This is an optimization exercise on Yosys and OpenROAD, whose aim is a short achievable clock period and few clock cycles, not a production implementation. RTL that was checked went through simulation tests only; none was proved equivalent to the original. Power figures rest on the tool's default switching activity, not on a simulated workload.

Design mips, start of the top module:
module mips #(parameter WIDTH = 32, REGBITS = 5)
             (input              clk,
              input              rst,
              output [WIDTH-1:0] pc,
              input  [WIDTH-1:0] instr,
              output [WIDTH-1:0] aluout,
              output [WIDTH-1:0] writedata,
              output             memwrite,
              input  [WIDTH-1:0] readdata);
    localparam OP_RTYPE = 6'b000000;
    localparam OP_LB    = 6'b100000;
    localparam OP_SB    = 6'b101000;
    localparam OP_LW    = 6'b100011;
    localparam OP_SW    = 6'b101011;
    localparam OP_BEQ   = 6'b000100;
    localparam OP_ADDI  = 6'b001000;
    localparam OP_J     = 6'b000010;
    localparam FUNCT_ADD = 6'b100000;
    localparam FUNCT_SUB = 6'b100010;
    localparam FUNCT_AND = 6'b100100;
    localparam FUNCT_OR  = 6'b100101;
    localparam FUNCT_SLT = 6'b101010;
    reg  [31:0] pc_f;
    reg  [31:0] ir_d, pc4_d;
    reg         v_d, pt_d, bh_d;
    reg  [1:0]  bc_d;
    reg         bv   [0:15];
    reg  [5:0]  btag [0:15];
    reg  [9:0]  btgt [0:15];
    reg  [1:0]  bctr [0:15];
    reg  [31:0] pc4_e;
    reg         isbeq_e, se_e, pt_e, bh_e;
    reg  [1:0]  bc_e;
    reg         u_v, u_act, u_bh, u_ok;
    reg  [1:0]  u_bc;
    reg  [3:0]  u_i;
    reg  [5:0]  u_tag;
    reg  [9:0]  u_tgt;
    reg  [31:0] a_e, b_e, s_e, tgt_e;
    reg         rw_e, ld_e, st_e, beq_e;
    reg         add_e, sub_e, and_e, or_e, slt_e;
    reg  [4:0]  dst_e;
    reg         fs_rd;
    reg  [31:0] res_m, wd_m;
    reg  [31:0] ao_m;           
    reg         mw_m, rw_m, ld_m;
    reg  [4:0]  dst_m;
    reg  [31:0] val_w;
    reg         rw_w;
    reg  [4:0]  dst_w;
    reg         rst_r;
    reg  [31:0] rf [1:31];
    wire [5:0]  op_d    = ir_d[31:26];
    wire [4:0]  rs_d    = ir_d[25:21];
  ...
For scale: about 6,000 cells after synthesis, ~1,800 flip-flops.
export LEC_CHECK = 0
export ABC_CLOCK_PERIOD_IN_PS = 1000
export CAP_MARGIN = 20
export CORE_MARGIN = 2
export CORE_UTILIZATION = 55
export SLEW_MARGIN = 20
create_clock -name core_clock -period 12.0 [get_ports {clk}]
standard.sh (not shown) runs the stock make flow with config.mk's settings and CLKGATE_MAP_FILE= SYNTH_SCRIPT=/design/flow/synth_recipe.tcl, a recipe that flattens the netlist after the stock synthesis.
==> flow/flow/run.sh <==
#!/bin/bash
set -euo pipefail
bash standard.sh SETUP_SLACK_MARGIN=8.5 \
  "CTS_ARGS=-sink_clustering_enable -repair_clock_nets -sink_clustering_size 25 -sink_clustering_max_diameter 100" \
  finish > run_standard.log 2>&1
The first run finished with timing, DRC and antenna clean.
Testbench counts at the start, summed over its fixed seeds: cycles 63,671.
Next try:
- CORE_UTILIZATION: 55 -> 45
=>
- The new run produced a clean layout
- clock-buffer cell count goes up by 8
- global-route usage goes down by 8.1 points
- die area goes up by about 22%
- total power goes down by about 0.8%
- maximum frequency goes down by about 1.3%
- via count goes down by 1.9%
- design area is about the same

========
## indigo
mips, a different RTL version from the one above (not shown whole).
Size in the first run: ~5400 cells after synthesis, ~1400 flip-flops, roughly 160 I/O pins, roughly 74000 sq um of cells after synthesis.
==> flow/config.mk <==
export PLATFORM = sky130hd
export DESIGN_NAME = mips
export DESIGN_NICKNAME = mips
export VERILOG_FILES = /design/flow/design.v
export SDC_FILE = /design/flow/constraint.sdc
export NUM_CORES = 4
export LEC_CHECK = 0
export ABC_CLOCK_PERIOD_IN_PS = 3000
export CAP_MARGIN = 20
export CORE_MARGIN = 2
export CORE_UTILIZATION = 40
export SLEW_MARGIN = 20
==> flow/constraint.sdc <==
create_clock -name core_clock -period 12.0 [get_ports {clk}]
set_input_delay 2.4000 -clock core_clock [delete_from_list [all_inputs] [get_ports {clk}]]
set_output_delay 2.4000 -clock core_clock [all_outputs]
set_load 0.01 [all_outputs]
==> flow/flow/run.sh <==
#!/bin/bash
set -euo pipefail
MARGIN=${MARGIN:-8.7}
bash standard.sh SETUP_SLACK_MARGIN=$MARGIN TNS_END_PERCENT=100 finish > run_standard.log 2>&1
indigo completed end to end with timing, DRC and antenna clean.
Testbench counts of indigo, summed over its fixed seeds: cycles 64,684.
Inputs modified between indigo and fjord:
- setting SETUP_SLACK_MARGIN to 5 for the first time
==> flow/run.sh (new file) <==
#!/bin/bash
# synth_recipe.tcl (not shown) runs the flow's synth.tcl, then flattens the netlist and writes it again
# the make line also repeats each setting of config.mk as NAME=value (left out here)
make -C /OpenROAD-flow-scripts/flow DESIGN_CONFIG=/design/flow/config.mk WORK_HOME=/design/flow/orfs CLKGATE_MAP_FILE= SYNTH_SCRIPT=/design/flow/synth_recipe.tcl finish
removed: flow/flow/run.sh
removed: flow/standard.sh
==> results.txt <==
fjord: full flow OK, the timing, DRC and antenna checks passed
Cmp indigo and fjord / register area / higher: indigo
fjord ends up with higher sequential group share of total power than indigo does.
Between indigo and fjord, sum of routed wire segments on met1 decreased.
The global-route total usage across every layer reported for fjord is smaller than that of indigo by 2.8 points.
The higher worst hold slack across all endpoints of indigo and fjord is in indigo.
Looking at relative contribution of the clock network to total power, fjord sits 0.9 points above indigo.
Changes observed in fjord relative to indigo: total wirelength of the detailed-routed design has decreased, portion of the layout cell area used by non-clock buffers lower.

========
Another version of the RTL of mips (not shown whole).
Size: roughly 5,900 cells after synthesis, ~1,800 flip-flops, ~160 I/O pins, about 87,000 sq um of cells after synthesis.
Design mips, start of the top module:
module mips #(parameter WIDTH = 32, REGBITS = 5)
             (input              clk,
              input              rst,
              output [WIDTH-1:0] pc,
              input  [WIDTH-1:0] instr,
              output [WIDTH-1:0] aluout,
              output [WIDTH-1:0] writedata,
              output             memwrite,
              input  [WIDTH-1:0] readdata);
    localparam OP_RTYPE = 6'b000000;
    localparam OP_LB    = 6'b100000;
    localparam OP_SB    = 6'b101000;
    localparam OP_LW    = 6'b100011;
    localparam OP_SW    = 6'b101011;
    localparam OP_BEQ   = 6'b000100;
    localparam OP_ADDI  = 6'b001000;
    localparam OP_J     = 6'b000010;
    localparam FUNCT_ADD = 6'b100000;
    localparam FUNCT_SUB = 6'b100010;
    localparam FUNCT_AND = 6'b100100;
    localparam FUNCT_OR  = 6'b100101;
    localparam FUNCT_SLT = 6'b101010;
    reg  [31:0] pc_f;
    reg  [31:0] ir_d, pc4_d;
    reg         v_d, pt_d, bh_d;
    reg  [1:0]  bc_d;
    reg         bv   [0:15];
    reg  [5:0]  btag [0:15];
    reg  [9:0]  btgt [0:15];
    reg  [1:0]  bctr [0:15];
  ...
==> flow/config.mk <==
export PLATFORM = sky130hd
export DESIGN_NAME = mips
export DESIGN_NICKNAME = mips
export VERILOG_FILES = /design/flow/design.v
export SDC_FILE = /design/flow/constraint.sdc
export NUM_CORES = 4
export LEC_CHECK = 0
export ABC_CLOCK_PERIOD_IN_PS = 2000
export CAP_MARGIN = 20
export CORE_MARGIN = 2
export CORE_UTILIZATION = 45
export SLEW_MARGIN = 20
==> flow/constraint.sdc <==
create_clock -name core_clock -period 12.0 [get_ports {clk}]
set_input_delay 2.4000 -clock core_clock [delete_from_list [all_inputs] [get_ports {clk}]]
set_output_delay 2.4000 -clock core_clock [all_outputs]
set_load 0.01 [all_outputs]
==> flow/flow/run.sh <==
#!/bin/bash
set -euo pipefail
bash standard.sh SETUP_SLACK_MARGIN=8.4 \
  "CTS_ARGS=-sink_clustering_enable -repair_clock_nets -sink_clustering_size 25 -sink_clustering_max_diameter 100" \
  finish > run_standard.log 2>&1
The starting point passed the timing, DRC and antenna checks.
Change:
==> flow/flow/run.sh (replaced) <==
#!/bin/bash
set -euo pipefail
bash standard.sh SETUP_SLACK_MARGIN=8.4 finish > run_standard.log 2>&1
CORE_UTILIZATION = 40   (was 45)
Non-clock buffer count falls by 6.
Fmax falls by 1.5%.
Area after synthesis is unchanged.
Wire length went up by 3.3%.
Setup slack is worse by 60 ps.
Final area grows by 4.3%.
Sequential cell count stays the same.
Die area increases by 12%.
Count of clock-buffer cells in the layout rose by 120.
Global-route usage is lower by 2.5 points.
No run of this note included a check of the RTL's function; only the layout flow was run.

[port drivers added, routing unchanged]
The results above use ideal ports. As a check the final layouts listed here were re-extracted and re-timed, cells and wires unchanged.
Step 1 (the two cells are an assumption about what drives the block):
set clk [get_ports {clk}]
set_driving_cell -lib_cell sky130_fd_sc_hd__clkbuf_16 $clk
set_driving_cell -lib_cell sky130_fd_sc_hd__buf_2 [delete_from_list [all_inputs] $clk]
Step 2 also shifts input and output timing later by t, the mid clock arrival at the registers, as if the neighbouring blocks saw the same clock.
a / b / c = no drivers / after step 1 / after step 2; a / b = the first two.
| run | t (ns) | setup WS [ns] | worst hold slack (ns) | worst slew at a driven data input, ns | pins driven straight from the clock port |
|---|---|---|---|---|---|
| the first run of note 1 | 0.841 | 8.327 / 8.248 / 7.661 | 0.325 / 0.325 / 0.325 | 0.05 | 1 |
| the second run of note 1 | 0.824 | 8.279 / 8.195 / 7.791 | 0.336 / 0.336 / 0.336 | 0.12 | 1 |
| indigo | 0.885 | 8.095 / 8.095 / 7.637 | 0.392 / 0.392 / 0.392 | 0.04 | 1 |
| fjord | 0.873 | 7.067 / 7.067 / 7.067 | 0.377 / 0.377 / 0.377 | 0.04 | 1 |
| the first run of note 3 | 0.843 | 8.132 / 8.131 / 7.650 | 0.337 / 0.337 / 0.337 | 0.10 | 1 |
| the second run of note 3 | 0.931 | 8.072 / 8.030 / 7.654 | 0.327 / 0.327 / 0.327 | 0.16 | 1 |
After both steps every run listed still meets setup and hold. The setup slack of the first run of note 1, which loses most, moves by -0.079 ns with the drivers and by -0.666 ns with both steps.
